This is an optimization exercise on Yosys and OpenROAD, whose aim is small area, not a production implementation. The RTL was checked by simulation tests, not by an equivalence proof against the original design. The clock port is modelled as an ideal driver; clocking choices that lean on that would not hold on a real chip. No activity file was given, so power comes from the tool's default toggle rates.

== P ==
// router13
module router13(input clk,resetn,read_enb_0,read_enb_1,read_enb_2,pkt_valid,
              input [7:0]data_in,
              output [7:0]data_out_0,data_out_1,data_out_2,
              output vld_out_0,vld_out_1,vld_out_2,error,busy);
For scale: about 1,100 cells after synthesis, ~490 flip-flops, ~43 I/O pins.
export LEC_CHECK = 0
export CAP_MARGIN = 20
export CORE_MARGIN = 2
export CORE_UTILIZATION = 75
export PLACE_DENSITY = 0.85
export SLEW_MARGIN = 20
create_clock -name core_clock -period 5.0 [get_ports {clk}]
standard.sh (not shown) runs the stock make flow with config.mk's settings and CLKGATE_MAP_FILE= SYNTH_SCRIPT=/design/flow/synth_recipe.tcl, a recipe that flattens the netlist after the stock synthesis.
==> flow/flow/run.sh <==
#!/bin/bash
# The standard layout (standard.sh) with these changes:
#  - synthesis maps logic with an area-oriented ABC script (flow/abc_area.script);
#    everything else in synthesis, registers included, is the standard synthesis
#  - port buffers use the smallest buffer
#  - the clock tree uses clkbuf_8 leaf clusters and no dummy loads
#  - after clock tree synthesis, cells with spare slack are downsized
set -e
here=$(pwd)
{
  echo 'proc abc {args} {'
  echo '  set i [lsearch -exact $args -script]'
  echo "  if {\$i >= 0} { set args [lreplace \$args [expr {\$i + 1}] [expr {\$i + 1}] $here/flow/abc_area.script] }"
  echo '  yosys abc {*}$args'
  echo '}'
  cat synth_recipe.tcl
} > area_synth.tcl
sed "s#SYNTH_SCRIPT=[^ ]*#SYNTH_SCRIPT=$here/area_synth.tcl#" standard.sh > area_standard.sh
export BUFFER_PORTS_ARGS="-buffer_cell sky130_fd_sc_hd__buf_1"
export CTS_ARGS="-sink_clustering_enable -repair_clock_nets -dont_use_dummy_load -buf_list sky130_fd_sc_hd__clkbuf_8 -sink_clustering_size 20 -sink_clustering_max_diameter 60"
export POST_CTS_TCL=$here/flow/post_cts.tcl
bash area_standard.sh > standard.log 2>&1
==> flow/flow/abc_area.script <==
strash
&get -n
&st
&dch
&nf -a -R 1000
&st
&dch
&nf -a -R 1000
&put
==> flow/flow/post_cts.tcl <==
# downsize cells that have slack to spare (area recovery)
repair_timing -recover_power 100
Changes in Q relative to P:
Settings: CAP_MARGIN changed from 20 to 10; GPL_TIMING_DRIVEN newly set to 0; SLEW_MARGIN changed from 20 to 10.
-- flow/flow/run.sh --
<<< P, line 18
sed "s#SYNTH_SCRIPT=[^ ]*#SYNTH_SCRIPT=$here/area_synth.tcl#" standard.sh > area_standard.sh
export BUFFER_PORTS_ARGS="-buffer_cell sky130_fd_sc_hd__buf_1"
export CTS_ARGS="-sink_clustering_enable -repair_clock_nets -dont_use_dummy_load -buf_list sky130_fd_sc_hd__clkbuf_8 -sink_clustering_size 20 -sink_clustering_max_diameter 60"
export POST_CTS_TCL=$here/flow/post_cts.tcl
bash area_standard.sh > standard.log 2>&1
>>> Q, line 18
sed "s#SYNTH_SCRIPT=[^ ]*#SYNTH_SCRIPT=$here/area_synth.tcl#" standard.sh > area_standard.sh
export BUFFER_PORTS_ARGS="-buffer_cell sky130_fd_sc_hd__buf_1"
export CTS_ARGS="-sink_clustering_enable -repair_clock_nets -dont_use_dummy_load -buf_list sky130_fd_sc_hd__clkbuf_8 -sink_clustering_size 18 -sink_clustering_max_diameter 70"
export POST_CTS_TCL=$here/flow/post_cts.tcl
bash area_standard.sh > standard.log 2>&1
## What came out
P ended up with flip-flop to output pin as its category of the critical setup timing path; Q ended up with flip-flop to flip-flop.
Run comparison: Q critical path endpoint f[2].mem[6][6]$_DFFE_PP_; P critical path endpoint vld_out_0
From P to Q, synthesized cell count did not move at all.
Sequential power essentially unchanged between Q and P.
Re adder-cell share of the synthesized area: no difference whatsoever between Q and P.
Setup slack in Q is smaller than in P.
The following lists how R was set up differently from Q:
Settings: GPL_TIMING_DRIVEN removed (was 0); PLACE_DENSITY changed from 0.85 to 0.75; CAP_MARGIN changed from 10 to 20; CORE_UTILIZATION changed from 75 to 70; SLEW_MARGIN changed from 10 to 20.
## What came out
All of Q and R finish clean. Higher weighted congestion at the end of routability-driven global placement was reported by R, not Q. Taking Q as the reference, in R row count has increased, cell count has increased, final period utilization has decreased, total routing resource utilization after global routing has decreased, first-iteration DRC count has decreased. Compared to Q, R has share of the final layout cell area in sequential cells 0.20 points higher. Changes observed in R relative to Q: final-layout non-clock buffer area share essentially unchanged, non-clock buffer count went down 1, wire length reported by the detailed router decreased 1.7 mm. Measured against each other, Q and R differ in total met3 wirelength after detailed routing, the lower figure coming from R.
## Diff of input files: S against R
Settings: CORE_UTILIZATION changed from 70 to 75; PLACE_DENSITY changed from 0.75 to 0.85; GPL_TIMING_DRIVEN newly set to 0.
==> results.txt <==
S against R: floorplan die height has decreased, clock transition at the registers of the reported paths barely changed. Compared to R, S has total routed wirelength 2.3% higher. Looking at the reports, R completed the entire flow and the layout it produced met the timing, DRC and antenna checks. S finished end to end and its layout was clean on timing, DRC and antenna. Sort R and S by count of inserted antenna diode cells, descending, and S comes first.
Modified inputs, T compared to S
Settings: clearing GPL_TIMING_DRIVEN, which used to be 0.
==> flow/flow/run.sh <==
#!/bin/bash
# The standard layout (standard.sh) with three changes:
#  - synthesis maps logic with an area-oriented ABC script (flow/abc_area.script);
#    everything else in synthesis, registers included, is the standard synthesis
#  - port buffers use the smallest buffer
#  - the clock tree uses clkbuf_8 leaf clusters and no dummy loads
set -e
here=$(pwd)
{
  echo 'proc abc {args} {'
  echo '  set i [lsearch -exact $args -script]'
  echo "  if {\$i >= 0} { set args [lreplace \$args [expr {\$i + 1}] [expr {\$i + 1}] $here/flow/abc_area.script] }"
  echo '  yosys abc {*}$args'
  echo '}'
  cat synth_recipe.tcl
} > area_synth.tcl
sed "s#SYNTH_SCRIPT=[^ ]*#SYNTH_SCRIPT=$here/area_synth.tcl#" standard.sh > area_standard.sh
export BUFFER_PORTS_ARGS="-buffer_cell sky130_fd_sc_hd__buf_1"
export CTS_ARGS="-sink_clustering_enable -repair_clock_nets -dont_use_dummy_load -buf_list sky130_fd_sc_hd__clkbuf_16 -sink_clustering_size 28 -sink_clustering_max_diameter 80"
bash area_standard.sh > standard.log 2>&1
==> flow/flow/abc_area.script <==
strash
&get -n
&st
&dch
&nf -a
&st
&dch
&nf -a
&put
removed: flow/flow/post_cts.tcl
==> results.txt <==
Side by side, design area turned out higher in T than in S.
Going from S to T, first-pass GRT wire length has increased, final-layout clock-cell area share grew by 0.48 points, post-route worst hold slack went up by 0.0085 ns.
T gives less non-clock buffer count in the final layout than S did.
The count of buffers inserted at the top-level ports of T and that of S are within noise of each other.
Relative to S, buffering stage count on the worst path with inverters included has decreased by 4 in T.
[compare] base=S new=T: share of total power in sequential cells went down; fmax went up.
Taking S as the reference, in T detailed-route via count flat, wire length now sits higher.

static timing again, ports no longer ideal:
The flow's constraints put no driver on any port. The routed layouts listed below were extracted and timed again, unchanged, in two steps. Step 1 (the two cells are an assumption about what drives the block):
set clk [get_ports {clk}]
set_driving_cell -lib_cell sky130_fd_sc_hd__clkbuf_16 $clk
set_driving_cell -lib_cell sky130_fd_sc_hd__buf_2 [delete_from_list [all_inputs] $clk]
Step 2 times the ports against the registers' clock, not the clock port: input delays grow and output delays shrink by t, the midpoint of the rising clock arrivals with the driver on. Three values: ideal ports, drivers, drivers and shift; two values: the first two.
run	t, ns	slack for setup (ns)	worst data-port slew with drivers (ns)
P	0.646	1.551 / 1.503 / 1.776	0.05
Q	0.667	0.411 / 0.411 / 0.411	0.04
R	0.636	1.520 / 1.470 / 1.725	0.03
S	0.665	0.726 / 0.726 / 0.726	0.04
T	0.574	1.903 / 1.853 / 1.970	0.04
After both steps setup and hold are still met in every run listed.
